From an optimization exercise on the open Yosys and OpenROAD flow, aimed at small area; shortcuts taken in it are not production practice.
In this exercise RTL edits were held to simulation tests only and were not proved equivalent to the original.
Power figures rest on the tool's default switching activity, not on a simulated workload.

[design/flow/run.sh]
#!/bin/bash
# synth_recipe.tcl (not shown) runs the flow's synth.tcl, then flattens the netlist and writes it again
# the make line also repeats each setting of config.mk as NAME=value (left out here)
make -C /OpenROAD-flow-scripts/flow DESIGN_CONFIG=/design/flow/config.mk WORK_HOME=/design/flow/orfs CLKGATE_MAP_FILE= SYNTH_SCRIPT=/design/flow/synth_recipe.tcl finish
[design/flow/constraint.sdc]
create_clock -name core_clock -period 10.0 [get_ports {clk}]
set_input_delay 2.0000 -clock core_clock [delete_from_list [all_inputs] [get_ports {clk}]]
set_output_delay 2.0000 -clock core_clock [all_outputs]
set_load 0.01 [all_outputs]
[design/flow/config.mk]
export PLATFORM = sky130hd
export DESIGN_NAME = q100_core
export DESIGN_NICKNAME = q100_core
export VERILOG_FILES = /design/flow/design.v
export SDC_FILE = /design/flow/constraint.sdc
export NUM_CORES = 4
export LEC_CHECK = 0
export CAP_MARGIN = 20
export CORE_MARGIN = 2
export CORE_UTILIZATION = 40
export SLEW_MARGIN = 20
export SYNTH_HIERARCHICAL = 1
export SYNTH_MINIMUM_KEEP_SIZE = 0
[design/flow/design.v]
module q100_multree(input [15:0] a, input [15:0] b, output [31:0] r0, output [31:0] r1);
wire [15:0] a_n = ~a;
wire one_n1;
wire two_n2;
wire neg3;
assign one_n1 = ~(b[0] ^ 1'b0);
assign two_n2 = ~((b[1] & ~b[0] & ~1'b0) | (~b[1] & b[0] & 1'b0));
assign neg3 = b[1];
wire m4;
q100_bsel u_m4(.one_n(one_n1), .aj_n(a_n[0]), .two_n(two_n2), .aj1_n(1'b1), .neg(neg3), .y(m4));
wire m5;
q100_bsel u_m5(.one_n(one_n1), .aj_n(a_n[1]), .two_n(two_n2), .aj1_n(a_n[0]), .neg(neg3), .y(m5));
wire m6;
q100_bsel u_m6(.one_n(one_n1), .aj_n(a_n[2]), .two_n(two_n2), .aj1_n(a_n[1]), .neg(neg3), .y(m6));
wire m7;
q100_bsel u_m7(.one_n(one_n1), .aj_n(a_n[3]), .two_n(two_n2), .aj1_n(a_n[2]), .neg(neg3), .y(m7));
wire m8;
q100_bsel u_m8(.one_n(one_n1), .aj_n(a_n[4]), .two_n(two_n2), .aj1_n(a_n[3]), .neg(neg3), .y(m8));
wire m9;
q100_bsel u_m9(.one_n(one_n1), .aj_n(a_n[5]), .two_n(two_n2), .aj1_n(a_n[4]), .neg(neg3), .y(m9));
wire m10;
q100_bsel u_m10(.one_n(one_n1), .aj_n(a_n[6]), .two_n(two_n2), .aj1_n(a_n[5]), .neg(neg3), .y(m10));
wire m11;
q100_bsel u_m11(.one_n(one_n1), .aj_n(a_n[7]), .two_n(two_n2), .aj1_n(a_n[6]), .neg(neg3), .y(m11));
wire m12;
q100_bsel u_m12(.one_n(one_n1), .aj_n(a_n[8]), .two_n(two_n2), .aj1_n(a_n[7]), .neg(neg3), .y(m12));
wire m13;
q100_bsel u_m13(.one_n(one_n1), .aj_n(a_n[9]), .two_n(two_n2), .aj1_n(a_n[8]), .neg(neg3), .y(m13));
wire m14;
q100_bsel u_m14(.one_n(one_n1), .aj_n(a_n[10]), .two_n(two_n2), .aj1_n(a_n[9]), .neg(neg3), .y(m14));
wire m15;
q100_bsel u_m15(.one_n(one_n1), .aj_n(a_n[11]), .two_n(two_n2), .aj1_n(a_n[10]), .neg(neg3), .y(m15));
wire m16;
q100_bsel u_m16(.one_n(one_n1), .aj_n(a_n[12]), .two_n(two_n2), .aj1_n(a_n[11]), .neg(neg3), .y(m16));
wire m17;
q100_bsel u_m17(.one_n(one_n1), .aj_n(a_n[13]), .two_n(two_n2), .aj1_n(a_n[12]), .neg(neg3), .y(m17));
wire m18;
q100_bsel u_m18(.one_n(one_n1), .aj_n(a_n[14]), .two_n(two_n2), .aj1_n(a_n[13]), .neg(neg3), .y(m18));
wire m19;
q100_bsel u_m19(.one_n(one_n1), .aj_n(a_n[15]), .two_n(two_n2), .aj1_n(a_n[14]), .neg(neg3), .y(m19));
wire m20;
q100_bsel u_m20(.one_n(one_n1), .aj_n(a_n[15]), .two_n(two_n2), .aj1_n(a_n[15]), .neg(neg3), .y(m20));
wire one_n21;
wire two_n22;
wire neg23;
assign one_n21 = ~(b[2] ^ b[1]);
assign two_n22 = ~((b[3] & ~b[2] & ~b[1]) | (~b[3] & b[2] & b[1]));
assign neg23 = b[3];
wire m24;
q100_bsel u_m24(.one_n(one_n21), .aj_n(a_n[0]), .two_n(two_n22), .aj1_n(1'b1), .neg(neg23), .y(m24));
wire m25;
q100_bsel u_m25(.one_n(one_n21), .aj_n(a_n[1]), .two_n(two_n22), .aj1_n(a_n[0]), .neg(neg23), .y(m25));
wire m26;
q100_bsel u_m26(.one_n(one_n21), .aj_n(a_n[2]), .two_n(two_n22), .aj1_n(a_n[1]), .neg(neg23), .y(m26));
wire m27;
q100_bsel u_m27(.one_n(one_n21), .aj_n(a_n[3]), .two_n(two_n22), .aj1_n(a_n[2]), .neg(neg23), .y(m27));
wire m28;
q100_bsel u_m28(.one_n(one_n21), .aj_n(a_n[4]), .two_n(two_n22), .aj1_n(a_n[3]), .neg(neg23), .y(m28));
wire m29;
q100_bsel u_m29(.one_n(one_n21), .aj_n(a_n[5]), .two_n(two_n22), .aj1_n(a_n[4]), .neg(neg23), .y(m29));
wire m30;
q100_bsel u_m30(.one_n(one_n21), .aj_n(a_n[6]), .two_n(two_n22), .aj1_n(a_n[5]), .neg(neg23), .y(m30));
wire m31;
q100_bsel u_m31(.one_n(one_n21), .aj_n(a_n[7]), .two_n(two_n22), .aj1_n(a_n[6]), .neg(neg23), .y(m31));
wire m32;
q100_bsel u_m32(.one_n(one_n21), .aj_n(a_n[8]), .two_n(two_n22), .aj1_n(a_n[7]), .neg(neg23), .y(m32));
wire m33;
q100_bsel u_m33(.one_n(one_n21), .aj_n(a_n[9]), .two_n(two_n22), .aj1_n(a_n[8]), .neg(neg23), .y(m33));
wire m34;
q100_bsel u_m34(.one_n(one_n21), .aj_n(a_n[10]), .two_n(two_n22), .aj1_n(a_n[9]), .neg(neg23), .y(m34));
wire m35;
q100_bsel u_m35(.one_n(one_n21), .aj_n(a_n[11]), .two_n(two_n22), .aj1_n(a_n[10]), .neg(neg23), .y(m35));
wire m36;
q100_bsel u_m36(.one_n(one_n21), .aj_n(a_n[12]), .two_n(two_n22), .aj1_n(a_n[11]), .neg(neg23), .y(m36));
wire m37;
q100_bsel u_m37(.one_n(one_n21), .aj_n(a_n[13]), .two_n(two_n22), .aj1_n(a_n[12]), .neg(neg23), .y(m37));
wire m38;
q100_bsel u_m38(.one_n(one_n21), .aj_n(a_n[14]), .two_n(two_n22), .aj1_n(a_n[13]), .neg(neg23), .y(m38));
wire m39;
q100_bsel u_m39(.one_n(one_n21), .aj_n(a_n[15]), .two_n(two_n22), .aj1_n(a_n[14]), .neg(neg23), .y(m39));
wire m40;
q100_bsel u_m40(.one_n(one_n21), .aj_n(a_n[15]), .two_n(two_n22), .aj1_n(a_n[15]), .neg(neg23), .y(m40));
wire one_n41;
wire two_n42;
wire neg43;
assign one_n41 = ~(b[4] ^ b[3]);
assign two_n42 = ~((b[5] & ~b[4] & ~b[3]) | (~b[5] & b[4] & b[3]));
assign neg43 = b[5];
wire m44;
q100_bsel u_m44(.one_n(one_n41), .aj_n(a_n[0]), .two_n(two_n42), .aj1_n(1'b1), .neg(neg43), .y(m44));
wire m45;
q100_bsel u_m45(.one_n(one_n41), .aj_n(a_n[1]), .two_n(two_n42), .aj1_n(a_n[0]), .neg(neg43), .y(m45));
wire m46;
q100_bsel u_m46(.one_n(one_n41), .aj_n(a_n[2]), .two_n(two_n42), .aj1_n(a_n[1]), .neg(neg43), .y(m46));
wire m47;
q100_bsel u_m47(.one_n(one_n41), .aj_n(a_n[3]), .two_n(two_n42), .aj1_n(a_n[2]), .neg(neg43), .y(m47));
wire m48;
q100_bsel u_m48(.one_n(one_n41), .aj_n(a_n[4]), .two_n(two_n42), .aj1_n(a_n[3]), .neg(neg43), .y(m48));
wire m49;
q100_bsel u_m49(.one_n(one_n41), .aj_n(a_n[5]), .two_n(two_n42), .aj1_n(a_n[4]), .neg(neg43), .y(m49));
wire m50;
q100_bsel u_m50(.one_n(one_n41), .aj_n(a_n[6]), .two_n(two_n42), .aj1_n(a_n[5]), .neg(neg43), .y(m50));
wire m51;
q100_bsel u_m51(.one_n(one_n41), .aj_n(a_n[7]), .two_n(two_n42), .aj1_n(a_n[6]), .neg(neg43), .y(m51));
wire m52;
q100_bsel u_m52(.one_n(one_n41), .aj_n(a_n[8]), .two_n(two_n42), .aj1_n(a_n[7]), .neg(neg43), .y(m52));
wire m53;
q100_bsel u_m53(.one_n(one_n41), .aj_n(a_n[9]), .two_n(two_n42), .aj1_n(a_n[8]), .neg(neg43), .y(m53));
wire m54;
q100_bsel u_m54(.one_n(one_n41), .aj_n(a_n[10]), .two_n(two_n42), .aj1_n(a_n[9]), .neg(neg43), .y(m54));
wire m55;
q100_bsel u_m55(.one_n(one_n41), .aj_n(a_n[11]), .two_n(two_n42), .aj1_n(a_n[10]), .neg(neg43), .y(m55));
wire m56;
q100_bsel u_m56(.one_n(one_n41), .aj_n(a_n[12]), .two_n(two_n42), .aj1_n(a_n[11]), .neg(neg43), .y(m56));
wire m57;
q100_bsel u_m57(.one_n(one_n41), .aj_n(a_n[13]), .two_n(two_n42), .aj1_n(a_n[12]), .neg(neg43), .y(m57));
wire m58;
q100_bsel u_m58(.one_n(one_n41), .aj_n(a_n[14]), .two_n(two_n42), .aj1_n(a_n[13]), .neg(neg43), .y(m58));
wire m59;
q100_bsel u_m59(.one_n(one_n41), .aj_n(a_n[15]), .two_n(two_n42), .aj1_n(a_n[14]), .neg(neg43), .y(m59));
wire m60;
q100_bsel u_m60(.one_n(one_n41), .aj_n(a_n[15]), .two_n(two_n42), .aj1_n(a_n[15]), .neg(neg43), .y(m60));
wire one_n61;
wire two_n62;
wire neg63;
assign one_n61 = ~(b[6] ^ b[5]);
assign two_n62 = ~((b[7] & ~b[6] & ~b[5]) | (~b[7] & b[6] & b[5]));
assign neg63 = b[7];
wire m64;
q100_bsel u_m64(.one_n(one_n61), .aj_n(a_n[0]), .two_n(two_n62), .aj1_n(1'b1), .neg(neg63), .y(m64));
wire m65;
q100_bsel u_m65(.one_n(one_n61), .aj_n(a_n[1]), .two_n(two_n62), .aj1_n(a_n[0]), .neg(neg63), .y(m65));
wire m66;
q100_bsel u_m66(.one_n(one_n61), .aj_n(a_n[2]), .two_n(two_n62), .aj1_n(a_n[1]), .neg(neg63), .y(m66));
wire m67;
q100_bsel u_m67(.one_n(one_n61), .aj_n(a_n[3]), .two_n(two_n62), .aj1_n(a_n[2]), .neg(neg63), .y(m67));
wire m68;
q100_bsel u_m68(.one_n(one_n61), .aj_n(a_n[4]), .two_n(two_n62), .aj1_n(a_n[3]), .neg(neg63), .y(m68));
wire m69;
q100_bsel u_m69(.one_n(one_n61), .aj_n(a_n[5]), .two_n(two_n62), .aj1_n(a_n[4]), .neg(neg63), .y(m69));
wire m70;
q100_bsel u_m70(.one_n(one_n61), .aj_n(a_n[6]), .two_n(two_n62), .aj1_n(a_n[5]), .neg(neg63), .y(m70));
wire m71;
q100_bsel u_m71(.one_n(one_n61), .aj_n(a_n[7]), .two_n(two_n62), .aj1_n(a_n[6]), .neg(neg63), .y(m71));
wire m72;
q100_bsel u_m72(.one_n(one_n61), .aj_n(a_n[8]), .two_n(two_n62), .aj1_n(a_n[7]), .neg(neg63), .y(m72));
wire m73;
q100_bsel u_m73(.one_n(one_n61), .aj_n(a_n[9]), .two_n(two_n62), .aj1_n(a_n[8]), .neg(neg63), .y(m73));
wire m74;
q100_bsel u_m74(.one_n(one_n61), .aj_n(a_n[10]), .two_n(two_n62), .aj1_n(a_n[9]), .neg(neg63), .y(m74));
wire m75;
q100_bsel u_m75(.one_n(one_n61), .aj_n(a_n[11]), .two_n(two_n62), .aj1_n(a_n[10]), .neg(neg63), .y(m75));
wire m76;
q100_bsel u_m76(.one_n(one_n61), .aj_n(a_n[12]), .two_n(two_n62), .aj1_n(a_n[11]), .neg(neg63), .y(m76));
wire m77;
q100_bsel u_m77(.one_n(one_n61), .aj_n(a_n[13]), .two_n(two_n62), .aj1_n(a_n[12]), .neg(neg63), .y(m77));
wire m78;
q100_bsel u_m78(.one_n(one_n61), .aj_n(a_n[14]), .two_n(two_n62), .aj1_n(a_n[13]), .neg(neg63), .y(m78));
wire m79;
q100_bsel u_m79(.one_n(one_n61), .aj_n(a_n[15]), .two_n(two_n62), .aj1_n(a_n[14]), .neg(neg63), .y(m79));
wire m80;
q100_bsel u_m80(.one_n(one_n61), .aj_n(a_n[15]), .two_n(two_n62), .aj1_n(a_n[15]), .neg(neg63), .y(m80));
wire one_n81;
wire two_n82;
wire neg83;
assign one_n81 = ~(b[8] ^ b[7]);
assign two_n82 = ~((b[9] & ~b[8] & ~b[7]) | (~b[9] & b[8] & b[7]));
assign neg83 = b[9];
wire m84;
q100_bsel u_m84(.one_n(one_n81), .aj_n(a_n[0]), .two_n(two_n82), .aj1_n(1'b1), .neg(neg83), .y(m84));
wire m85;
q100_bsel u_m85(.one_n(one_n81), .aj_n(a_n[1]), .two_n(two_n82), .aj1_n(a_n[0]), .neg(neg83), .y(m85));
wire m86;
q100_bsel u_m86(.one_n(one_n81), .aj_n(a_n[2]), .two_n(two_n82), .aj1_n(a_n[1]), .neg(neg83), .y(m86));
wire m87;
q100_bsel u_m87(.one_n(one_n81), .aj_n(a_n[3]), .two_n(two_n82), .aj1_n(a_n[2]), .neg(neg83), .y(m87));
wire m88;
q100_bsel u_m88(.one_n(one_n81), .aj_n(a_n[4]), .two_n(two_n82), .aj1_n(a_n[3]), .neg(neg83), .y(m88));
wire m89;
q100_bsel u_m89(.one_n(one_n81), .aj_n(a_n[5]), .two_n(two_n82), .aj1_n(a_n[4]), .neg(neg83), .y(m89));
wire m90;
q100_bsel u_m90(.one_n(one_n81), .aj_n(a_n[6]), .two_n(two_n82), .aj1_n(a_n[5]), .neg(neg83), .y(m90));
wire m91;
q100_bsel u_m91(.one_n(one_n81), .aj_n(a_n[7]), .two_n(two_n82), .aj1_n(a_n[6]), .neg(neg83), .y(m91));
wire m92;
q100_bsel u_m92(.one_n(one_n81), .aj_n(a_n[8]), .two_n(two_n82), .aj1_n(a_n[7]), .neg(neg83), .y(m92));
wire m93;
q100_bsel u_m93(.one_n(one_n81), .aj_n(a_n[9]), .two_n(two_n82), .aj1_n(a_n[8]), .neg(neg83), .y(m93));
wire m94;
q100_bsel u_m94(.one_n(one_n81), .aj_n(a_n[10]), .two_n(two_n82), .aj1_n(a_n[9]), .neg(neg83), .y(m94));
wire m95;
q100_bsel u_m95(.one_n(one_n81), .aj_n(a_n[11]), .two_n(two_n82), .aj1_n(a_n[10]), .neg(neg83), .y(m95));
wire m96;
q100_bsel u_m96(.one_n(one_n81), .aj_n(a_n[12]), .two_n(two_n82), .aj1_n(a_n[11]), .neg(neg83), .y(m96));
wire m97;
q100_bsel u_m97(.one_n(one_n81), .aj_n(a_n[13]), .two_n(two_n82), .aj1_n(a_n[12]), .neg(neg83), .y(m97));
wire m98;
q100_bsel u_m98(.one_n(one_n81), .aj_n(a_n[14]), .two_n(two_n82), .aj1_n(a_n[13]), .neg(neg83), .y(m98));
wire m99;
q100_bsel u_m99(.one_n(one_n81), .aj_n(a_n[15]), .two_n(two_n82), .aj1_n(a_n[14]), .neg(neg83), .y(m99));
wire m100;
q100_bsel u_m100(.one_n(one_n81), .aj_n(a_n[15]), .two_n(two_n82), .aj1_n(a_n[15]), .neg(neg83), .y(m100));
wire one_n101;
wire two_n102;
wire neg103;
assign one_n101 = ~(b[10] ^ b[9]);
assign two_n102 = ~((b[11] & ~b[10] & ~b[9]) | (~b[11] & b[10] & b[9]));
assign neg103 = b[11];
wire m104;
q100_bsel u_m104(.one_n(one_n101), .aj_n(a_n[0]), .two_n(two_n102), .aj1_n(1'b1), .neg(neg103), .y(m104));
wire m105;
q100_bsel u_m105(.one_n(one_n101), .aj_n(a_n[1]), .two_n(two_n102), .aj1_n(a_n[0]), .neg(neg103), .y(m105));
wire m106;
q100_bsel u_m106(.one_n(one_n101), .aj_n(a_n[2]), .two_n(two_n102), .aj1_n(a_n[1]), .neg(neg103), .y(m106));
wire m107;
q100_bsel u_m107(.one_n(one_n101), .aj_n(a_n[3]), .two_n(two_n102), .aj1_n(a_n[2]), .neg(neg103), .y(m107));
wire m108;
q100_bsel u_m108(.one_n(one_n101), .aj_n(a_n[4]), .two_n(two_n102), .aj1_n(a_n[3]), .neg(neg103), .y(m108));
wire m109;
q100_bsel u_m109(.one_n(one_n101), .aj_n(a_n[5]), .two_n(two_n102), .aj1_n(a_n[4]), .neg(neg103), .y(m109));
wire m110;
q100_bsel u_m110(.one_n(one_n101), .aj_n(a_n[6]), .two_n(two_n102), .aj1_n(a_n[5]), .neg(neg103), .y(m110));
wire m111;
q100_bsel u_m111(.one_n(one_n101), .aj_n(a_n[7]), .two_n(two_n102), .aj1_n(a_n[6]), .neg(neg103), .y(m111));
wire m112;
q100_bsel u_m112(.one_n(one_n101), .aj_n(a_n[8]), .two_n(two_n102), .aj1_n(a_n[7]), .neg(neg103), .y(m112));
wire m113;
q100_bsel u_m113(.one_n(one_n101), .aj_n(a_n[9]), .two_n(two_n102), .aj1_n(a_n[8]), .neg(neg103), .y(m113));
wire m114;
q100_bsel u_m114(.one_n(one_n101), .aj_n(a_n[10]), .two_n(two_n102), .aj1_n(a_n[9]), .neg(neg103), .y(m114));
wire m115;
q100_bsel u_m115(.one_n(one_n101), .aj_n(a_n[11]), .two_n(two_n102), .aj1_n(a_n[10]), .neg(neg103), .y(m115));
wire m116;
q100_bsel u_m116(.one_n(one_n101), .aj_n(a_n[12]), .two_n(two_n102), .aj1_n(a_n[11]), .neg(neg103), .y(m116));
wire m117;
q100_bsel u_m117(.one_n(one_n101), .aj_n(a_n[13]), .two_n(two_n102), .aj1_n(a_n[12]), .neg(neg103), .y(m117));
wire m118;
q100_bsel u_m118(.one_n(one_n101), .aj_n(a_n[14]), .two_n(two_n102), .aj1_n(a_n[13]), .neg(neg103), .y(m118));
wire m119;
q100_bsel u_m119(.one_n(one_n101), .aj_n(a_n[15]), .two_n(two_n102), .aj1_n(a_n[14]), .neg(neg103), .y(m119));
wire m120;
q100_bsel u_m120(.one_n(one_n101), .aj_n(a_n[15]), .two_n(two_n102), .aj1_n(a_n[15]), .neg(neg103), .y(m120));
wire one_n121;
wire two_n122;
wire neg123;
assign one_n121 = ~(b[12] ^ b[11]);
assign two_n122 = ~((b[13] & ~b[12] & ~b[11]) | (~b[13] & b[12] & b[11]));
assign neg123 = b[13];
wire m124;
q100_bsel u_m124(.one_n(one_n121), .aj_n(a_n[0]), .two_n(two_n122), .aj1_n(1'b1), .neg(neg123), .y(m124));
wire m125;
q100_bsel u_m125(.one_n(one_n121), .aj_n(a_n[1]), .two_n(two_n122), .aj1_n(a_n[0]), .neg(neg123), .y(m125));
wire m126;
q100_bsel u_m126(.one_n(one_n121), .aj_n(a_n[2]), .two_n(two_n122), .aj1_n(a_n[1]), .neg(neg123), .y(m126));
wire m127;
q100_bsel u_m127(.one_n(one_n121), .aj_n(a_n[3]), .two_n(two_n122), .aj1_n(a_n[2]), .neg(neg123), .y(m127));
wire m128;
q100_bsel u_m128(.one_n(one_n121), .aj_n(a_n[4]), .two_n(two_n122), .aj1_n(a_n[3]), .neg(neg123), .y(m128));
wire m129;
q100_bsel u_m129(.one_n(one_n121), .aj_n(a_n[5]), .two_n(two_n122), .aj1_n(a_n[4]), .neg(neg123), .y(m129));
wire m130;
q100_bsel u_m130(.one_n(one_n121), .aj_n(a_n[6]), .two_n(two_n122), .aj1_n(a_n[5]), .neg(neg123), .y(m130));
wire m131;
q100_bsel u_m131(.one_n(one_n121), .aj_n(a_n[7]), .two_n(two_n122), .aj1_n(a_n[6]), .neg(neg123), .y(m131));
wire m132;
q100_bsel u_m132(.one_n(one_n121), .aj_n(a_n[8]), .two_n(two_n122), .aj1_n(a_n[7]), .neg(neg123), .y(m132));
wire m133;
q100_bsel u_m133(.one_n(one_n121), .aj_n(a_n[9]), .two_n(two_n122), .aj1_n(a_n[8]), .neg(neg123), .y(m133));
wire m134;
q100_bsel u_m134(.one_n(one_n121), .aj_n(a_n[10]), .two_n(two_n122), .aj1_n(a_n[9]), .neg(neg123), .y(m134));
wire m135;
q100_bsel u_m135(.one_n(one_n121), .aj_n(a_n[11]), .two_n(two_n122), .aj1_n(a_n[10]), .neg(neg123), .y(m135));
wire m136;
q100_bsel u_m136(.one_n(one_n121), .aj_n(a_n[12]), .two_n(two_n122), .aj1_n(a_n[11]), .neg(neg123), .y(m136));
wire m137;
q100_bsel u_m137(.one_n(one_n121), .aj_n(a_n[13]), .two_n(two_n122), .aj1_n(a_n[12]), .neg(neg123), .y(m137));
wire m138;
q100_bsel u_m138(.one_n(one_n121), .aj_n(a_n[14]), .two_n(two_n122), .aj1_n(a_n[13]), .neg(neg123), .y(m138));
wire m139;
q100_bsel u_m139(.one_n(one_n121), .aj_n(a_n[15]), .two_n(two_n122), .aj1_n(a_n[14]), .neg(neg123), .y(m139));
wire m140;
q100_bsel u_m140(.one_n(one_n121), .aj_n(a_n[15]), .two_n(two_n122), .aj1_n(a_n[15]), .neg(neg123), .y(m140));
wire one_n141;
wire two_n142;
wire neg143;
assign one_n141 = ~(b[14] ^ b[13]);
assign two_n142 = ~((b[15] & ~b[14] & ~b[13]) | (~b[15] & b[14] & b[13]));
assign neg143 = b[15];
wire m144;
q100_bsel u_m144(.one_n(one_n141), .aj_n(a_n[0]), .two_n(two_n142), .aj1_n(1'b1), .neg(neg143), .y(m144));
wire m145;
q100_bsel u_m145(.one_n(one_n141), .aj_n(a_n[1]), .two_n(two_n142), .aj1_n(a_n[0]), .neg(neg143), .y(m145));
wire m146;
q100_bsel u_m146(.one_n(one_n141), .aj_n(a_n[2]), .two_n(two_n142), .aj1_n(a_n[1]), .neg(neg143), .y(m146));
wire m147;
q100_bsel u_m147(.one_n(one_n141), .aj_n(a_n[3]), .two_n(two_n142), .aj1_n(a_n[2]), .neg(neg143), .y(m147));
wire m148;
q100_bsel u_m148(.one_n(one_n141), .aj_n(a_n[4]), .two_n(two_n142), .aj1_n(a_n[3]), .neg(neg143), .y(m148));
wire m149;
q100_bsel u_m149(.one_n(one_n141), .aj_n(a_n[5]), .two_n(two_n142), .aj1_n(a_n[4]), .neg(neg143), .y(m149));
wire m150;
q100_bsel u_m150(.one_n(one_n141), .aj_n(a_n[6]), .two_n(two_n142), .aj1_n(a_n[5]), .neg(neg143), .y(m150));
wire m151;
q100_bsel u_m151(.one_n(one_n141), .aj_n(a_n[7]), .two_n(two_n142), .aj1_n(a_n[6]), .neg(neg143), .y(m151));
wire m152;
q100_bsel u_m152(.one_n(one_n141), .aj_n(a_n[8]), .two_n(two_n142), .aj1_n(a_n[7]), .neg(neg143), .y(m152));
wire m153;
q100_bsel u_m153(.one_n(one_n141), .aj_n(a_n[9]), .two_n(two_n142), .aj1_n(a_n[8]), .neg(neg143), .y(m153));
wire m154;
q100_bsel u_m154(.one_n(one_n141), .aj_n(a_n[10]), .two_n(two_n142), .aj1_n(a_n[9]), .neg(neg143), .y(m154));
wire m155;
q100_bsel u_m155(.one_n(one_n141), .aj_n(a_n[11]), .two_n(two_n142), .aj1_n(a_n[10]), .neg(neg143), .y(m155));
wire m156;
q100_bsel u_m156(.one_n(one_n141), .aj_n(a_n[12]), .two_n(two_n142), .aj1_n(a_n[11]), .neg(neg143), .y(m156));
wire m157;
q100_bsel u_m157(.one_n(one_n141), .aj_n(a_n[13]), .two_n(two_n142), .aj1_n(a_n[12]), .neg(neg143), .y(m157));
wire m158;
q100_bsel u_m158(.one_n(one_n141), .aj_n(a_n[14]), .two_n(two_n142), .aj1_n(a_n[13]), .neg(neg143), .y(m158));
wire m159;
q100_bsel u_m159(.one_n(one_n141), .aj_n(a_n[15]), .two_n(two_n142), .aj1_n(a_n[14]), .neg(neg143), .y(m159));
wire m160;
q100_bsel u_m160(.one_n(one_n141), .aj_n(a_n[15]), .two_n(two_n142), .aj1_n(a_n[15]), .neg(neg143), .y(m160));
wire m161;
wire m162;
assign m161 = m14 ^ m32;
assign m162 = m14 & m32;
wire m163;
wire m164;
assign m163 = m15 ^ m33;
assign m164 = m15 & m33;
wire m165;
wire m166;
q100_fa u_m165(.a(m16), .b(m34), .c(m52), .s(m165), .co(m166));
wire m167;
wire m168;
assign m167 = m70 ^ m88;
assign m168 = m70 & m88;
wire m169;
wire m170;
q100_fa u_m169(.a(m17), .b(m35), .c(m53), .s(m169), .co(m170));
wire m171;
wire m172;
assign m171 = m71 ^ m89;
assign m172 = m71 & m89;
wire m173;
wire m174;
q100_fa u_m173(.a(m18), .b(m36), .c(m54), .s(m173), .co(m174));
wire m175;
wire m176;
q100_fa u_m175(.a(m72), .b(m90), .c(m108), .s(m175), .co(m176));
wire m177;
wire m178;
assign m177 = m126 ^ m144;
assign m178 = m126 & m144;
wire m179;
wire m180;
q100_fa u_m179(.a(m19), .b(m37), .c(m55), .s(m179), .co(m180));
wire m181;
wire m182;
q100_fa u_m181(.a(m73), .b(m91), .c(m109), .s(m181), .co(m182));
wire m183;
wire m184;
assign m183 = m127 ^ m145;
assign m184 = m127 & m145;
wire m185;
wire m186;
assign m185 = m38 ^ m56;
assign m186 = m38 | m56;
wire m187;
wire m188;
q100_fa u_m187(.a(m74), .b(m92), .c(m110), .s(m187), .co(m188));
wire m189;
wire m190;
q100_fa u_m189(.a(~m20), .b(m128), .c(m146), .s(m189), .co(m190));
wire m191;
wire m192;
assign m191 = m39 ^ m57;
assign m192 = m39 | m57;
wire m193;
wire m194;
q100_fa u_m193(.a(m75), .b(m93), .c(m111), .s(m193), .co(m194));
wire m195;
wire m196;
assign m195 = m129 ^ m147;
assign m196 = m129 & m147;
wire m197;
wire m198;
q100_fa u_m197(.a(m58), .b(m76), .c(m94), .s(m197), .co(m198));
wire m199;
wire m200;
q100_fa u_m199(.a(m112), .b(m130), .c(m148), .s(m199), .co(m200));
wire m201;
wire m202;
assign m201 = m59 ^ m77;
assign m202 = m59 | m77;
wire m203;
wire m204;
assign m203 = m95 ^ m113;
assign m204 = m95 & m113;
wire m205;
wire m206;
q100_fa u_m205(.a(m78), .b(m96), .c(m114), .s(m205), .co(m206));
wire m207;
wire m208;
assign m207 = m79 ^ m97;
assign m208 = m79 & m97;
wire m209;
wire m210;
assign m209 = m10 ^ m28;
assign m210 = m10 & m28;
wire m211;
wire m212;
assign m211 = m11 ^ m29;
assign m212 = m11 & m29;
wire m213;
wire m214;
q100_fa u_m213(.a(m12), .b(m30), .c(m48), .s(m213), .co(m214));
wire m215;
wire m216;
assign m215 = m66 ^ m84;
assign m216 = m66 & m84;
wire m217;
wire m218;
q100_fa u_m217(.a(m13), .b(m31), .c(m49), .s(m217), .co(m218));
wire m219;
wire m220;
assign m219 = m67 ^ m85;
assign m220 = m67 & m85;
wire m221;
wire m222;
q100_fa u_m221(.a(m50), .b(m68), .c(m86), .s(m221), .co(m222));
wire m223;
wire m224;
q100_fa u_m223(.a(m104), .b(neg103), .c(m161), .s(m223), .co(m224));
wire m225;
wire m226;
q100_fa u_m225(.a(m51), .b(m69), .c(m87), .s(m225), .co(m226));
wire m227;
wire m228;
q100_fa u_m227(.a(m105), .b(m162), .c(m163), .s(m227), .co(m228));
wire m229;
wire m230;
q100_fa u_m229(.a(m106), .b(m124), .c(neg123), .s(m229), .co(m230));
wire m231;
wire m232;
q100_fa u_m231(.a(m164), .b(m165), .c(m167), .s(m231), .co(m232));
wire m233;
wire m234;
q100_fa u_m233(.a(m107), .b(m125), .c(m166), .s(m233), .co(m234));
wire m235;
wire m236;
q100_fa u_m235(.a(m168), .b(m169), .c(m171), .s(m235), .co(m236));
wire m237;
wire m238;
q100_fa u_m237(.a(neg143), .b(m170), .c(m172), .s(m237), .co(m238));
wire m239;
wire m240;
q100_fa u_m239(.a(m173), .b(m175), .c(m177), .s(m239), .co(m240));
wire m241;
wire m242;
q100_fa u_m241(.a(m174), .b(m176), .c(m178), .s(m241), .co(m242));
wire m243;
wire m244;
q100_fa u_m243(.a(m179), .b(m181), .c(m183), .s(m243), .co(m244));
wire m245;
wire m246;
q100_fa u_m245(.a(m180), .b(m182), .c(m184), .s(m245), .co(m246));
wire m247;
wire m248;
q100_fa u_m247(.a(~m185), .b(m187), .c(m189), .s(m247), .co(m248));
wire m249;
wire m250;
q100_fa u_m249(.a(m186), .b(m188), .c(m190), .s(m249), .co(m250));
wire m251;
wire m252;
q100_fa u_m251(.a(~m191), .b(m193), .c(m195), .s(m251), .co(m252));
wire m253;
wire m254;
q100_fa u_m253(.a(m192), .b(m194), .c(m196), .s(m253), .co(m254));
wire m255;
wire m256;
q100_fa u_m255(.a(~m40), .b(m197), .c(m199), .s(m255), .co(m256));
wire m257;
wire m258;
q100_fa u_m257(.a(m131), .b(m149), .c(m198), .s(m257), .co(m258));
wire m259;
wire m260;
q100_fa u_m259(.a(m200), .b(~m201), .c(m203), .s(m259), .co(m260));
wire m261;
wire m262;
q100_fa u_m261(.a(m132), .b(m150), .c(m202), .s(m261), .co(m262));
wire m263;
wire m264;
q100_fa u_m263(.a(~m60), .b(m204), .c(m205), .s(m263), .co(m264));
wire m265;
wire m266;
assign m265 = m115 ^ m133;
assign m266 = m115 | m133;
wire m267;
wire m268;
q100_fa u_m267(.a(m151), .b(m206), .c(m207), .s(m267), .co(m268));
wire m269;
wire m270;
q100_fa u_m269(.a(m98), .b(m116), .c(m134), .s(m269), .co(m270));
wire m271;
wire m272;
q100_fa u_m271(.a(~m80), .b(m152), .c(m208), .s(m271), .co(m272));
wire m273;
wire m274;
assign m273 = m99 ^ m117;
assign m274 = m99 | m117;
wire m275;
wire m276;
assign m275 = m135 ^ m153;
assign m276 = m135 & m153;
wire m277;
wire m278;
q100_fa u_m277(.a(m118), .b(m136), .c(m154), .s(m277), .co(m278));
wire m279;
wire m280;
assign m279 = m119 ^ m137;
assign m280 = m119 & m137;
wire m281;
wire m282;
assign m281 = m8 ^ m26;
assign m282 = m8 & m26;
wire m283;
wire m284;
assign m283 = m9 ^ m27;
assign m284 = m9 & m27;
wire m285;
wire m286;
q100_fa u_m285(.a(m46), .b(m64), .c(neg63), .s(m285), .co(m286));
wire m287;
wire m288;
q100_fa u_m287(.a(m47), .b(m65), .c(m210), .s(m287), .co(m288));
wire m289;
wire m290;
q100_fa u_m289(.a(neg83), .b(m212), .c(m213), .s(m289), .co(m290));
wire m291;
wire m292;
q100_fa u_m291(.a(m214), .b(m216), .c(m217), .s(m291), .co(m292));
wire m293;
wire m294;
q100_fa u_m293(.a(m218), .b(m220), .c(m221), .s(m293), .co(m294));
wire m295;
wire m296;
q100_fa u_m295(.a(m222), .b(m224), .c(m225), .s(m295), .co(m296));
wire m297;
wire m298;
q100_fa u_m297(.a(m226), .b(m228), .c(m229), .s(m297), .co(m298));
wire m299;
wire m300;
q100_fa u_m299(.a(m230), .b(m232), .c(m233), .s(m299), .co(m300));
wire m301;
wire m302;
q100_fa u_m301(.a(m234), .b(m236), .c(m237), .s(m301), .co(m302));
wire m303;
wire m304;
q100_fa u_m303(.a(m238), .b(m240), .c(m241), .s(m303), .co(m304));
wire m305;
wire m306;
q100_fa u_m305(.a(m242), .b(m244), .c(m245), .s(m305), .co(m306));
wire m307;
wire m308;
q100_fa u_m307(.a(m246), .b(m248), .c(m249), .s(m307), .co(m308));
wire m309;
wire m310;
q100_fa u_m309(.a(m250), .b(m252), .c(m253), .s(m309), .co(m310));
wire m311;
wire m312;
q100_fa u_m311(.a(m254), .b(m256), .c(m257), .s(m311), .co(m312));
wire m313;
wire m314;
q100_fa u_m313(.a(m258), .b(m260), .c(m261), .s(m313), .co(m314));
wire m315;
wire m316;
q100_fa u_m315(.a(m262), .b(m264), .c(m267), .s(m315), .co(m316));
wire m317;
wire m318;
q100_fa u_m317(.a(m266), .b(m268), .c(m269), .s(m317), .co(m318));
wire m319;
wire m320;
q100_fa u_m319(.a(m270), .b(m272), .c(m275), .s(m319), .co(m320));
wire m321;
wire m322;
q100_fa u_m321(.a(m274), .b(m276), .c(m277), .s(m321), .co(m322));
wire m323;
wire m324;
assign m323 = m155 ^ m278;
assign m324 = m155 | m278;
wire m325;
wire m326;
q100_fa u_m325(.a(m138), .b(m156), .c(m280), .s(m325), .co(m326));
wire m327;
wire m328;
assign m327 = m139 ^ m157;
assign m328 = m139 & m157;
wire m329;
wire m330;
assign m329 = m6 ^ m24;
assign m330 = m6 & m24;
wire m331;
wire m332;
assign m331 = m7 ^ m25;
assign m332 = m7 & m25;
wire m333;
wire m334;
q100_fa u_m333(.a(m44), .b(neg43), .c(m281), .s(m333), .co(m334));
wire m335;
wire m336;
q100_fa u_m335(.a(m45), .b(m282), .c(m283), .s(m335), .co(m336));
wire m337;
wire m338;
q100_fa u_m337(.a(m209), .b(m284), .c(m285), .s(m337), .co(m338));
wire m339;
wire m340;
q100_fa u_m339(.a(m211), .b(m286), .c(m287), .s(m339), .co(m340));
wire m341;
wire m342;
q100_fa u_m341(.a(m215), .b(m288), .c(m289), .s(m341), .co(m342));
wire m343;
wire m344;
q100_fa u_m343(.a(m219), .b(m290), .c(m291), .s(m343), .co(m344));
wire m345;
wire m346;
q100_fa u_m345(.a(m223), .b(m292), .c(m293), .s(m345), .co(m346));
wire m347;
wire m348;
q100_fa u_m347(.a(m227), .b(m294), .c(m295), .s(m347), .co(m348));
wire m349;
wire m350;
q100_fa u_m349(.a(m231), .b(m296), .c(m297), .s(m349), .co(m350));
wire m351;
wire m352;
q100_fa u_m351(.a(m235), .b(m298), .c(m299), .s(m351), .co(m352));
wire m353;
wire m354;
q100_fa u_m353(.a(m239), .b(m300), .c(m301), .s(m353), .co(m354));
wire m355;
wire m356;
q100_fa u_m355(.a(m243), .b(m302), .c(m303), .s(m355), .co(m356));
wire m357;
wire m358;
q100_fa u_m357(.a(m247), .b(m304), .c(m305), .s(m357), .co(m358));
wire m359;
wire m360;
q100_fa u_m359(.a(m251), .b(m306), .c(m307), .s(m359), .co(m360));
wire m361;
wire m362;
q100_fa u_m361(.a(m255), .b(m308), .c(m309), .s(m361), .co(m362));
wire m363;
wire m364;
q100_fa u_m363(.a(m259), .b(m310), .c(m311), .s(m363), .co(m364));
wire m365;
wire m366;
q100_fa u_m365(.a(m263), .b(m312), .c(m313), .s(m365), .co(m366));
wire m367;
wire m368;
q100_fa u_m367(.a(~m265), .b(m314), .c(m315), .s(m367), .co(m368));
wire m369;
wire m370;
q100_fa u_m369(.a(m271), .b(m316), .c(m317), .s(m369), .co(m370));
wire m371;
wire m372;
q100_fa u_m371(.a(~m273), .b(m318), .c(m319), .s(m371), .co(m372));
wire m373;
wire m374;
q100_fa u_m373(.a(~m100), .b(m320), .c(m321), .s(m373), .co(m374));
wire m375;
wire m376;
q100_fa u_m375(.a(m279), .b(m322), .c(~m323), .s(m375), .co(m376));
wire m377;
wire m378;
q100_fa u_m377(.a(~m120), .b(m324), .c(m325), .s(m377), .co(m378));
wire m379;
wire m380;
assign m379 = m326 ^ m327;
assign m380 = m326 | m327;
wire m381;
wire m382;
q100_fa u_m381(.a(~m140), .b(m158), .c(m328), .s(m381), .co(m382));
assign r0 = {1'b1, ~m160, m382, m380, m378, m376, m374, m372, m370, m368, m366, m364, m362, m360, m358, m356, m354, m352, m350, m348, m346, m344, m342, m340, m338, m336, m334, m332, m330, neg23, m5, m4};
assign r1 = {1'b0, m159, ~m159, m381, ~m379, m377, m375, m373, m371, m369, m367, m365, m363, m361, m359, m357, m355, m353, m351, m349, m347, m345, m343, m341, m339, m337, m335, m333, m331, m329, 1'b0, neg3};
endmodule
module q100_bsel(input one_n, input aj_n, input two_n, input aj1_n, input neg, output y);
wire m;
q100_oai22 u_sel(.a1(one_n), .b1(aj_n), .a2(two_n), .b2(aj1_n), .y(m));
q100_xor2 u_neg(.a(m), .b(neg), .y(y));
endmodule
module q100_oai22(input a1, input b1, input a2, input b2, output y);
assign y = ~((a1 | b1) & (a2 | b2));
endmodule
module q100_xor2(input a, input b, output y);
assign y = a ^ b;
endmodule
module q100_fa(input a, input b, input c, output s, output co);
assign s = a ^ b ^ c;
assign co = (a & b) | (a & c) | (b & c);
endmodule
module q100_rdport(
    input  [32:0]      sel,     
    input  [33*32-1:0] d,       
    output [31:0]      y
);
genvar b, k;
generate
    for (b = 0; b < 32; b++) begin : g_bit
        wire [10:0] t;
        for (k = 0; k < 11; k++) begin : g_grp
            q100_aoi222 u_aoi(
                .a1(sel[3*k]),   .b1(d[32*(3*k)   + b]),
                .a2(sel[3*k+1]), .b2(d[32*(3*k+1) + b]),
                .a3(sel[3*k+2]), .b3(d[32*(3*k+2) + b]),
                .y(t[k]));
        end
        q100_nand11 u_or(.a(t), .y(y[b]));
    end
endgenerate
endmodule
module q100_aoi222(input a1, input b1, input a2, input b2, input a3, input b3, output y);
assign y = ~((a1 & b1) | (a2 & b2) | (a3 & b3));
endmodule
module q100_nand11(input [10:0] a, output y);
assign y = ~&a;
endmodule
module q100_core
(
    input clk,
    input rst,
    output [12-1:0] itcm_addr_o,
    input  [32-1:0] itcm_din_i,
    output [17-1:0] dtcm_addr_o,
    output [4-1:0]       dtcm_we_o,
    output [32-1:0] dtcm_dout_o,
    input  [32-1:0] dtcm_din_i,
    output                        done_intr_o
);
localparam [6:0] OP_LUI   = 7'b0110111;
localparam [6:0] OP_AUIPC = 7'b0010111;
localparam [6:0] OP_JAL   = 7'b1101111;
localparam [6:0] OP_JALR  = 7'b1100111;
localparam [6:0] OP_BR    = 7'b1100011;
localparam [6:0] OP_LD    = 7'b0000011;
localparam [6:0] OP_ST    = 7'b0100011;
localparam [6:0] OP_IMM   = 7'b0010011;
localparam [6:0] OP_OP    = 7'b0110011;
localparam [6:0] OP_SYS   = 7'b1110011;
logic [31:0] pc, pc_d, instr_d;           
logic [31:0] d_ins, d_pc;                 
logic [31:0] e_ins, e_pc;                 
logic [31:0] e_xa, e_xb;                  
logic        e_bub;                       
logic        x_vld;                       
logic [31:0] x_tgt;
logic [2:0]  x_bd;
logic [31:0] x_res, x_rs2v;
logic        x_wb, x_ld, x_we0, x_we1, x_we23, x_csrw, x_csrv;
logic        f_ax, f_aw, f_bx, f_bw;     
logic [4:0]  x_rd;
logic        m_wb, m_ld, m_csrw, m_csrv;  
logic [31:0] m_res;
logic [4:0]  m_rd;
logic [31:0] rf [1:31];
logic        done;
logic keep;
wire [31:0] fa = x_vld ? x_tgt : pc;
assign itcm_addr_o = fa[12-1:0];
wire [31:0] fa4;
wire [32:2] inc_c;
assign fa4[1:0] = fa[1:0];
assign inc_c[2] = 1'b1;
generate
    for (genvar i = 2; i < 32; i++) begin : g_inc
        q100_ha u_ha(.a(fa[i]), .b(inc_c[i]), .s(fa4[i]), .co(inc_c[i + 1]));
    end
endgenerate
always_ff @(posedge clk) begin
    if (rst) pc <= 0;
    else if (!(keep | done)) pc <= fa4;
    pc_d <= fa;
    if (rst || pc_d != pc) instr_d <= itcm_din_i;
end
wire [31:0] instr = (pc_d == pc) ? instr_d : itcm_din_i;
always_ff @(posedge clk) begin
    if (rst) d_ins <= 0;
    else if (!keep) d_ins <= instr;
    if (!keep) d_pc <= pc_d;
end
function automatic logic rs1_none(input logic [6:0] op);
    rs1_none = (op == OP_LUI) | (op == OP_AUIPC) | (op == OP_JAL);
endfunction
function automatic logic rs2_none(input logic [6:0] op);
    rs2_none = (op == OP_LUI) | (op == OP_AUIPC) | (op == OP_JAL) | (op == OP_JALR) |
               (op == OP_LD) | (op == OP_IMM) | (op == OP_SYS);
endfunction
wire [4:0] d_rs1 = rs1_none(d_ins[6:0]) ? 5'd0 : d_ins[19:15];
wire [4:0] d_rs2 = rs2_none(d_ins[6:0]) ? 5'd0 : d_ins[24:20];
wire [6:0] e_opr = e_ins[6:0];
assign keep = !e_bub & (e_opr == OP_LD) & ((e_ins[11:7] == d_rs1) | (e_ins[11:7] == d_rs2));
wire [31:0] w_res = m_ld ? dtcm_din_i : m_res;
wire d_auipc = (d_ins[6:0] == OP_AUIPC);
wire fd_a = m_wb & (d_rs1 == m_rd);
wire fd_b = m_wb & (d_rs2 == m_rd);
logic [32:0] sel_a, sel_b;
logic [33*32-1:0] rd_in;
always_comb begin
    sel_a[0]  = d_auipc;
    sel_a[32] = fd_a & !d_auipc;
    sel_b[0]  = 1'b0;
    sel_b[32] = fd_b;
    rd_in[31:0] = d_pc;
    rd_in[32*32 +: 32] = w_res;
    for (int i = 1; i < 32; i++) begin
        sel_a[i] = (d_rs1 == i) & !fd_a & !d_auipc;
        sel_b[i] = (d_rs2 == i) & !fd_b;
        rd_in[32*i +: 32] = rf[i];
    end
end
wire [31:0] rd_a, rd_b;
q100_rdport u_rda(.sel(sel_a), .d(rd_in), .y(rd_a));
q100_rdport u_rdb(.sel(sel_b), .d(rd_in), .y(rd_b));
always_ff @(posedge clk) begin
    e_ins <= d_ins;
    e_pc  <= d_pc;
    e_bub <= keep;
    e_xa  <= rd_a;
    e_xb  <= rd_b;
end
wire v = !e_bub;
wire is_lui   = v & (e_opr == OP_LUI);
wire is_auipc = v & (e_opr == OP_AUIPC);
wire is_jal   = v & (e_opr == OP_JAL);
wire is_jalr  = v & (e_opr == OP_JALR);
wire is_br    = v & (e_opr == OP_BR);
wire is_ld    = v & (e_opr == OP_LD);
wire is_st    = v & (e_opr == OP_ST);
wire is_imm   = v & (e_opr == OP_IMM);
wire is_op    = v & (e_opr == OP_OP);
wire is_sys   = v & (e_opr == OP_SYS);
wire [2:0] f3  = e_ins[14:12];
wire       f70 = e_ins[25];
wire       f75 = e_ins[30];
wire [4:0] e_rs1  = (v & !rs1_none(e_opr)) ? e_ins[19:15] : 5'd0;
wire [4:0] e_rs2  = (v & !rs2_none(e_opr)) ? e_ins[24:20] : 5'd0;
wire [4:0] e_rd   = v ? e_ins[11:7] : 5'd0;
wire [31:0] imm_i = {{20{e_ins[31]}}, e_ins[31:20]};
wire [31:0] imm_s = {{20{e_ins[31]}}, e_ins[31:25], e_ins[11:7]};
wire [31:0] imm_b = {{20{e_ins[31]}}, e_ins[7], e_ins[30:25], e_ins[11:8], 1'b0};
wire [31:0] imm_u = {e_ins[31:12], 12'h0};
wire [31:0] imm_j = {{12{e_ins[31]}}, e_ins[19:12], e_ins[20], e_ins[30:21], 1'b0};
wire e_regwr = is_ld | is_imm | is_op | is_auipc | is_lui;
always_ff @(posedge clk) begin
    f_ax <= !keep & e_regwr & (e_rd != 0) & (e_rd == d_rs1);
    f_aw <= !keep & x_wb & (x_rd != 0) & (e_rd != d_rs1) & (x_rd == d_rs1);
    f_bx <= !keep & e_regwr & (e_rd != 0) & (e_rd == d_rs2);
    f_bw <= !keep & x_wb & (x_rd != 0) & (e_rd != d_rs2) & (x_rd == d_rs2);
end
wire [31:0] porta = f_ax ? x_res : f_aw ? w_res : e_xa;
wire [31:0] rs2v  = f_bx ? x_res : f_bw ? w_res : e_xb;
wire b_imm = is_imm | is_lui | is_auipc | is_ld | is_st;
wire [31:0] portb = !b_imm ? rs2v :
                    (is_lui | is_auipc) ? imm_u :
                    is_st ? imm_s : imm_i;
wire arith = is_imm | is_op;
wire op_mul = is_op & (f3 == 3'b000) & f70;
wire op_sub = is_op & (f3 == 3'b000) & !f70 & f75;
wire op_lt  = arith & (f3 == 3'b010);
wire op_ltu = arith & (f3 == 3'b011);
wire op_xor = arith & (f3 == 3'b100);
wire op_or  = arith & (f3 == 3'b110);
wire op_and = arith & (f3 == 3'b111);
wire op_sll = arith & (f3 == 3'b001);
wire op_sr  = arith & (f3 == 3'b101);
wire op_add = !(op_mul | op_sub | op_lt | op_ltu | op_xor | op_or | op_and | op_sll | op_sr | is_lui);
wire [31:0] mr0, mr1;
q100_multree u_mul(.a(porta[15:0]), .b(portb[15:0]), .r0(mr0), .r1(mr1));
wire [31:0] add_a = op_mul ? mr0 : porta;
wire [31:0] add_b = op_mul ? mr1 : op_sub ? ~portb : portb;
wire [31:0] sum = add_a + add_b + {31'd0, op_sub};
wire [32:0] diff = {1'b0, porta} + {1'b0, ~portb} + 33'd1;
wire ltu = !diff[32];
wire lts = (porta[31] ^ portb[31]) ? porta[31] : ltu;
wire eq  = (porta == portb);
wire        sh_left = (f3 == 3'b001);
wire        sh_fill = f75 & porta[31];
logic [31:0] sh_st [0:5];
assign sh_st[0] = porta;
generate
    for (genvar k = 0; k < 5; k++) begin : g_sh
        localparam int K = 1 << k;
        localparam bit P = k % 2;           
        wire s_n = !portb[k];
        wire s_r = portb[k] & !sh_left;
        wire s_l = portb[k] & sh_left;
        for (genvar i = 0; i < 32; i++) begin : g_b
            wire xr = (i + K <= 31) ? sh_st[k][(i + K) % 32] : (sh_fill ^ P);
            wire xl = (i - K >= 0)  ? sh_st[k][(i - K + 32) % 32] : P;
            q100_aoi222 u_m(.a1(s_n), .b1(sh_st[k][i]), .a2(s_r), .b2(xr), .a3(s_l), .b3(xl),
                            .y(sh_st[k + 1][i]));
        end
    end
endgenerate
wire [31:0] sh_out = ~sh_st[5];
wire lu11 = op_and | op_or | is_lui;
wire lu10 = op_or | op_xor;
wire lu01 = op_or | op_xor | is_lui;
logic [31:0] logic_res;
always_comb
    for (int i = 0; i < 32; i++)
        logic_res[i] = porta[i] ? (portb[i] ? lu11 : lu10) : (portb[i] ? lu01 : 1'b0);
wire [31:0] alu_res = ({32{op_add | op_sub | op_mul}} & sum) |
                      ({32{op_lt}}  & {31'd0, lts}) |
                      ({32{op_ltu}} & {31'd0, ltu}) |
                      logic_res |
                      ({32{op_sll | op_sr}} & sh_out);
logic br_take;
always_comb begin
    case (f3)
        3'b000: br_take = eq;
        3'b001: br_take = !eq;
        3'b100: br_take = lts;
        3'b101: br_take = !lts;
        3'b110: br_take = ltu;
        3'b111: br_take = !ltu;
        default: br_take = 1'b0;
    endcase
end
wire branch_en = is_jal | is_jalr | (is_br & br_take);
wire cancel = |x_bd;
wire [31:0] tgt_imm = (e_opr == OP_JAL) ? imm_j : (e_opr == OP_BR) ? imm_b : imm_i;
wire [31:0] tgt = ((e_opr == OP_JALR) ? porta : e_pc) + tgt_imm;
always_ff @(posedge clk) begin
    x_vld   <= branch_en;
    x_tgt   <= tgt;
    x_bd    <= {x_bd[1:0], branch_en};
    x_res   <= alu_res;
    x_rs2v  <= rs2v;
    x_rd    <= e_rd;
    x_wb    <= (is_lui | is_auipc | is_jal | is_jalr | is_ld | is_imm | is_op) & !cancel;
    x_ld    <= is_ld;
    x_we0   <= is_st & !cancel;
    x_we1   <= is_st & !cancel & (f3 != 3'b000);
    x_we23  <= is_st & !cancel & (f3 == 3'b010);
    x_csrw  <= is_sys & !cancel & (e_ins[31:20] == 12'd0);
    x_csrv  <= ((f3 == 3'b001) | (f3 == 3'b010) | (f3 == 3'b011)) ? e_xa[0] : e_ins[15];
end
assign dtcm_addr_o = x_res[17-1:0];
assign dtcm_dout_o = x_rs2v;
assign dtcm_we_o   = {x_we23, x_we23, x_we1, x_we0};
always_ff @(posedge clk) begin
    m_wb   <= x_wb;
    m_res  <= x_res;
    m_ld   <= x_ld;
    m_rd   <= x_rd;
    m_csrw <= x_csrw;
    m_csrv <= x_csrv;
end
wire [31:0] rf_wdata = rst ? 32'd0 : w_res;
generate
    for (genvar i = 1; i < 32; i++) begin : g_rf
        always_ff @(posedge clk)
            if (rst | (m_wb & (m_rd == i))) rf[i] <= rf_wdata;
    end
endgenerate
always_ff @(posedge clk)
    if (rst) done <= 1'b0;
    else if (m_csrw) done <= m_csrv;
assign done_intr_o = done;
endmodule
module q100_ha(input a, input b, output s, output co);
assign s = a ^ b;
assign co = a & b;
endmodule
==> metrics.cfg, run 1 <==
[logic_synthesis]
ys_seq_elements = 1438
synth_cells = 5251
number_of_warning_messages_in_the_yosys_log = 11
netlist.top_cell.by_area = edfxtp_1
main_flop_type_after_synthesis = edfxtp_1
yosys.area.top_type_share_pct = 46.64
synth.avg_cell_area_um2 = 12.95
synth.area.top_cells = edfxtp_1, a222oi_1, dfxtp_1
mappedNetlistArea_mm2 = 0.06799
ys_types = 89
yosysSeqAreaShare_pct = 57.88
number_of_flops_mapped_to_enable_cells_by_yosys = 1056
postSynth.asyncResetShare_pct = 0

[clock_network]
tritoncts_clock_tree = done
cts_sinks = 1438
post-cts-setup-buffer-count = 0
clock_tree.buffer_depth = 3
total_of_hold_buffers_inserted_after_clock_tree_synthesis = 0
clock_tree.htree_level_count = 4
clock_tree.root_cell = clkbuf_16
clkSlewWorstSetupHoldPaths_ns = 0.06
cts-buffers-inserted = 150
cts_resized = 0
clock_latency_ns = 0.82

[floorplan]
chipWidth_um = 416.3
die_ht_um = 416.3
std_cell_rows = 151
start_util_pct = 40.21
core_mm2 = 0.1691
num_io_pins = 132
design.die.area_mm2 = 0.1733

[sta]
clock_skew_ns = 0.04133
rsz0062_at_grt = no
worst_pin_slew_ns = 1.201
setup_viol = 0
period_needed_ns = 9.188
timing.setup.tns_ns = 0
max_slew_margin_pct = 17.66
final_hold_violating_endpoints = 0
number_of_max_slew_violations_in_the_final_report = 0
layout_worst_path_cycle_share_pct = 91.88
clock.fmax_mhz = 108.8

[drt]
dr.pass1.iters = 15
routed_via_density = 7.000
initialDrtViolationCount = 12280
routedWlPerCell_um = 35.35
routed-via-count = 55650
wl_um = 281000
route.detailed.drc = 0
ant_nets = 0

[power]
power.static_leakage_nw = 29.61
power_density_cells_mw_per_mm2 = 327.8
worst_ir_drop_vdd_uv = 281.0

[setup_path]
crit_type = in -> reg
worst_path_max_fanout = 17
cp.required_ns = 10.67
path_buf_inv = 2
worst_ep_arrival_time_ns = 9.85
critPathCaptureType = flop
worst_setup_path_start_kind = primary input
cp_slowest_stage_delay_ns = 0.92
timing.reg2reg.setup_slack_ns = 1.37
cpMaxStageDelayCell = mux2i_1
crit_family = compound AO/OA/AOI/OAI gates

[placed_design]
routabilityCongestion = 1.001
detailed_place.area_mm2 = 0.07364
buffer_ports.inserted = 131
post_dp_hpwl_um = 181500
dp.cells = 7674

[global_routing]
antenna_found_initial = 16
groute.usage.overall_pct = 31.29
grt_first_pass_wirelength_um = 391200
overflow_left_after_global_routing = 0
grt_start_max_net_pins = 92
first_global_vias = 52980

[outcome]
run_status = complete, no violations

[cells_and_area]
filler_cell_count = 15040
fin_area_mm2 = 0.07861
flow.area_growth_from_synthesis_pct = 15.61
final_cell_mix = edfxtp_1, a222oi_1, dfxtp_1
mostFrequentLayoutCell = edfxtp_1
drive_above_1_share_pct = 12.09
regArea_mm2 = 0.03936
instances_no_fill = 7950
final_net_count = 5910
combined_area_of_the_multi_input_logic_cells_mm2 = 0.02762

[hold_path]
min-delay-path-class = reg -> reg

[run]
drv_cap = 0

flip-flops by register name (all words and copies together), names as in the netlist, 3 cells and up:
name     cells
m_res       32
x_tgt       32
x_bd         3
e_xa        32
pc_d        32
d_ins       32
instr_d     32
e_ins       32
e_xb        32
m_rd         5
x_rd         5
x_rs2v      32
rf         992
d_pc        32
x_res       32
pc          32
e_pc        32
per-layer routing:
layer	up-vias	share of wire (%)	wire length, µm	GRT usage, %
met5	-	0.0085	24	0
met4	4	6.8	19130	18.87
met3	930	13	35630	8.290
met2	4302	45	125200	48.44
met1	27420	36	101000	39.22
li1	22990	-	-	-
through the flow:
step | hold slack [ns] | total power (W) | util [%] | setup WS [ns]
after floorplan | 0.3096 | 0.01756 | - | 0.04597
after global placement | 0.3133 | 0.01985 | 43.54 | 0.2618
after detailed placement | 0.3147 | 0.01984 | 43.55 | 0.2897
after CTS | 0.3284 | 0.02548 | 46.41 | 1.103
after global routing | 0.3407 | 0.02705 | 46.48 | 0.5537
final | 0.3352 | 0.02577 | 46.49 | 0.8118
worst reg2reg max path: cells and delay by family (launching register included):
family,cells,cell delay [ns]
adder cells (fa/ha/maj),5,2.31
flip-flops,1,0.89
AND/OR/NAND/NOR,4,0.80
XOR/XNOR,1,0.22
buffers and inverters,1,0.23
AO/OA/AOI/OAI,12,2.77
multiplexers,2,1.29
modules after synthesis, one instance, submodules excluded, a selection:
module / cells / copies in the design
q100_oai22: 1 / 136
q100_nand11: 4 / 64
q100_multree: 173 / 1
q100_xor2: 1 / 136
q100_aoi222: 1 / 864
q100_fa: 1 / 84
q100_core: 3572 / 1
path summary, 6_finish.rpt:
check / start / endpoint / depth (start not counted)
max: dtcm_din_i[3] / x_res[28] / 26
min: x_csrw / m_csrw / 0
max reg2reg: m_ld / x_res[28] / 25
min reg2reg: x_csrw / m_csrw / 0
layout make-up:
type | instances | share of cell area, %
flip-flops and latches | 1438 | 50.08
multi-input cells | 3439 | 35.14
clock buffers | 200 | 5.278
repair buffers | 393 | 4.204
well taps | 2218 | 3.530
inverters | 187 | 0.8930
clock inverters | 73 | 0.8739
diodes | 2 | 0.006367
where the power goes:
| part | internal (W) | switching (W) | leakage (nW) |
|---|---|---|---|
| Combinational | 0.00430 | 0.00720 | 13.2 |
| Sequential | 0.00791 | 0.000767 | 14.0 |
| Clock | 0.00318 | 0.00240 | 2.37 |
cells by family after synthesis:
kind of cell	after synthesis	synth area share, %
muxes	181	2.762
buffers and inverters	445	3.058
adders and majority gates	235	5.285
AOI/OAI and AO/OA	1690	20.44
xor gates and xnor gates	255	3.285
DFF	1438	57.88
and+or+nand+nor	1003	7.263
other	4	0.02208
cell usage after synthesis, types with 22 or more instances:
| master | instances |
|---|---|
| buf_4 | 96 |
| nand2_1 | 135 |
| a211oi_1 | 105 |
| ha_1 | 148 |
| dfxtp_1 | 382 |
| nor2_1 | 386 |
| mux2_2 | 43 |
| nor3_1 | 26 |
| inv_1 | 184 |
| xor2_1 | 193 |
| nand3_1 | 99 |
| or3_1 | 68 |
| a31oi_1 | 22 |
| nand4_1 | 150 |
| o221ai_1 | 23 |
| fa_1 | 87 |
| a21o_1 | 42 |
| mux2i_1 | 137 |
| clkbuf_1 | 125 |
| a21oi_1 | 226 |
| xnor2_1 | 62 |
| o21ai_0 | 120 |
| o22ai_1 | 161 |
| nand2b_1 | 22 |
| a222oi_1 | 864 |
| nor2b_1 | 30 |
| edfxtp_1 | 1056 |
==> run 2: changes to the inputs <==
--- a/design/flow/config.mk
+++ b/design/flow/config.mk
@@ -9,4 +9,6 @@
 export CORE_MARGIN = 2
 export CORE_UTILIZATION = 40
+export CTS_CLUSTER_DIAMETER = 80
+export CTS_CLUSTER_SIZE = 20
 export SLEW_MARGIN = 20
 export SYNTH_HIERARCHICAL = 1
==> run 2 against run 1 <==
Against the previous run:
- still clean on timing, DRC and antenna
- via count fell by 1.3%
- setup slack better by 0.038 ns
- hold slack about the same
- synthesized area unchanged
- synthesized cell count stayed put
- sequential power about the same
- global-route usage fell by 0.23 points
- combinational power is essentially flat
- sequential share of layout area up 1.5 points
==> metrics.cfg, run 2 <==
[outcome]
run_status = complete, no violations

[logic_synthesis]
number_of_flops_mapped_to_enable_cells_by_yosys = 1056
netlist.top_cell.by_area = edfxtp_1
synthXorXnorAreaFrac_pct = 3.285
synth_commonest_cells = edfxtp_1, a222oi_1, nor2_1, dfxtp_1, a21oi_1
number_of_warning_messages_in_the_yosys_log = 11
synth_most_common_cell = edfxtp_1
post_synthesis_share_of_cell_area_spent_on_full_adders_half_adders_and_majority_gates_pct = 5.285
synth.area.top_cells = edfxtp_1, a222oi_1, dfxtp_1
yosysSeqAreaShare_pct = 57.88
main_flop_type_after_synthesis = edfxtp_1
ys_seq_elements = 1438
synth.avg_cell_area_um2 = 12.95
synth_top_family_by_area = compound AO/OA/AOI/OAI gates
yosys.area.top_type_share_pct = 46.64
synth_cells = 5251
ys_types = 89
mappedNetlistArea_mm2 = 0.06799
synthSimpleGateAreaFrac_pct = 7.263
postSynth.asyncResetShare_pct = 0
synth-compound-area-share_pct = 20.44
synth.area.mux_share_pct = 2.762

[clock_network]
clock_tree.root_cell = clkbuf_16
clkSlewWorstSetupHoldPaths_ns = 0.08
clock_tree.buffer_depth = 3
post-cts-setup-buffer-count = 0
total_of_hold_buffers_inserted_after_clock_tree_synthesis = 0
cts_resized = 0
cts-buffers-inserted = 86
clock_tree.htree_level_count = 3
tritoncts_clock_tree = done
clock_latency_ns = 0.73
cts_sinks = 1438

[sta]
number_of_max_slew_violations_in_the_final_report = 0
clock_skew_ns = 0.02459
setup_viol = 0
period_needed_ns = 9.150
layout_worst_path_cycle_share_pct = 91.50
rsz0062_at_grt = no
minimum_hold_slack_ns = 0.3356
clock.fmax_mhz = 109.3
timing.setup.tns_ns = 0
max_slew_margin_pct = 15.22
final_hold_violating_endpoints = 0
worst_pin_slew_ns = 1.264

[floorplan]
num_io_pins = 132
std_cell_rows = 151
die_ht_um = 416.3
core_mm2 = 0.1691
start_util_pct = 40.21
design.die.area_mm2 = 0.1733
chipWidth_um = 416.3

[cells_and_area]
regMostFlops = rf
largest_reg_flops = 992
final_cell_mix = edfxtp_1, a222oi_1, dfxtp_1
mostFrequentLayoutCell = edfxtp_1
final_core_util_pct = 45.14
drive_above_1_share_pct = 10.37
final_net_count = 5845
filler_cell_count = 15240
flow.area_growth_from_synthesis_pct = 12.25

[setup_path]
timing.reg2reg.setup_slack_ns = 1.48
regToRegStartpoint = m_ld
worstReg2RegEnd = x_res[28]
worst_ep_arrival_time_ns = 9.74
worst_r2r_path_depth = 25
worst_path_max_fanout = 17
worst_setup_path_start_kind = primary input
cp.required_ns = 10.59
critPathCaptureType = flop
crit_type = in -> reg

[hold_path]
min_from = x_csrw
hold_path_end = m_csrw
min-delay-path-class = reg -> reg
hold_path_depth = 0

[drt]
routed-via-count = 54940
dr.pass1.iters = 14
routed_via_density = 7.012
routedWlPerCell_um = 35.63
wl_um = 279200
initialDrtViolationCount = 12710
ant_nets = 0
route.detailed.drc = 0

[power]
worst_ir_drop_vdd_uv = 291.9
power.static_leakage_nw = 28.47
power_density_cells_mw_per_mm2 = 313.3

[run]
drv_cap = 0

[global_routing]
antenna_found_initial = 19
overflow_left_after_global_routing = 0
first_global_vias = 52180
grt_first_pass_wirelength_um = 389200
groute.usage.overall_pct = 31.05
grt_start_max_net_pins = 92

[placed_design]
buffer_ports.inserted = 131
routabilityCongestion = 1.001
post_dp_hpwl_um = 181500

-- run 2: cell types whose count changed in the layout (fill, tap and decap cells not counted), moves of 3 or more --
cell        change
bufinv_16      -10
clkbuf_1       +15
clkbuf_16      -69
clkbuf_8        -6
clkinv_1       -21
clkinv_2       -24
clkinv_8        -4
clkinvlp_4      -3
diode_2         +4
-- run 2: Yosys stat by module, one instance, submodules excluded, a selection --
module	area (µm²)	flops+latches	cells
q100_core	52530	1438	3572
q100_aoi222	10.01	0	1
q100_nand11	23.77	0	4
q100_oai22	6.256	0	1
q100_xor2	8.758	0	1
q100_multree	1195	0	173
q100_ha	12.51	0	1
q100_fa	20.02	0	1
-- run 2: where the power goes --
group	internal (W)	switching, W	total, W
clock network	0.00169	0.00204	0.00373
logic	0.00431	0.00721	0.0115
registers	0.00790	0.000766	0.00866
total	0.0139	0.0100	0.0239
-- run 2: cell type report --
type	instances	area, µm²	area share, %
flip-flops and latches	1438	39360	51.58
multi-input cells	3439	27630	36.20
repair buffers	392	3293	4.315
well taps	2218	2775	3.636
clock buffers	141	2404	3.149
inverters	187	701.9	0.9197
clock inverters	14	140.1	0.1836
diodes	6	15.01	0.01967
-- run 2: through the flow --
stage,cells,setup WS [ns],cell area [µm²],power (W)
3_5_place_dp,7674,0.2897,73640,0.01984
4_1_cts,7829,1.009,76190,0.02360
6_report,7835,0.8497,76320,0.02391
5_1_grt,7829,0.4623,76310,0.02515
3_3_place_gp,7674,0.2618,73630,0.01985
2_1_floorplan,5322,0.04597,68260,0.01756
-- run 2: worst max path at each step --
| stage | startpoint | end | cells after the start |
|---|---|---|---|
| 2_1_floorplan | dtcm_din_i[4] | x_res[28] | 27 |
| 3_3_place_gp | dtcm_din_i[6] | x_res[28] | 27 |
| 3_5_place_dp | dtcm_din_i[6] | x_res[28] | 27 |
| 4_1_cts | dtcm_din_i[6] | x_res[28] | 27 |
| 5_1_grt | dtcm_din_i[6] | x_res[28] | 27 |
| 6_report | dtcm_din_i[3] | x_res[28] | 26 |
-- run 2: layer usage --
metal  vias to the layer above  GRT usage [%]  wire, µm
li1                      22790              -         -
met1                     27220          39.25    101400
met2                      4137          48.91    126300
met3                       788          7.801     34980
met4                         6          16.81     16430
met5                         -              0        39
-- run 2: cells by family after synthesis --
kind of cell,after synthesis
adder cells (fa/ha/maj),235
multiplexers,181
other,4
AND/OR/NAND/NOR,1003
XOR/XNOR,255
AO/OA/AOI/OAI,1690
flip-flops,1438
buffers and inverters,445
-- run 2: critical path: stages --
cell             delay (ns)
clkdlybuf4s50_1        0.40
mux2i_1                0.86
a211oi_1               0.21
a21oi_1                0.47
o22ai_2                0.28
and3b_1                0.26
a21oi_1                0.11
buf_4                  0.27
o22ai_1                0.12
xor2_1                 0.19
fa_1                   0.49
fa_1                   0.46
fa_1                   0.55
fa_1                   0.42
o22ai_1                0.19
a21oi_1                0.09
ha_1                   0.40
and4_1                 0.22
and2_1                 0.19
o31ai_1                0.30
nor2_1                 0.10
a221oi_2               0.43
o21ai_1                0.24
a21oi_1                0.22
mux2i_1                0.20
o21ai_1                0.07

==> static timing again, ports no longer ideal <==
The flow's constraints put no driver on any port. The routed layouts listed below were extracted and timed again, unchanged, in two steps.
Step 1: set_driving_cell puts a clkbuf_16 on clk and a buf_2 on each other input, an assumption about the parent block.
Step 2, shift: input delay + t, output delay - t, t = (earliest + latest rising clock arrival at the registers) / 2. This alone moves slack from input paths to output paths.
Slacks: ideal / step 1 / step 2; pairs: ideal / step 1.
| run | t (ns) | setup slack, ns | clock arrival spread, ns | worst register clock-pin slew, ns | cell pins on the clock port's net |
|---|---|---|---|---|---|
| run 1 | 0.881 | 0.812 / 0.861 / -0.020 | 0.042 / 0.043 | 0.07 / 0.07 | 1 |
| run 2 | 0.788 | 0.850 / 0.891 / 0.103 | 0.030 / 0.030 | 0.10 / 0.10 | 1 |
Met with ideal ports but missed after step 2: setup timing in run 1. The setup slack of run 1, which loses most, moves by +0.049 ns with the drivers and by -0.832 ns with both steps.
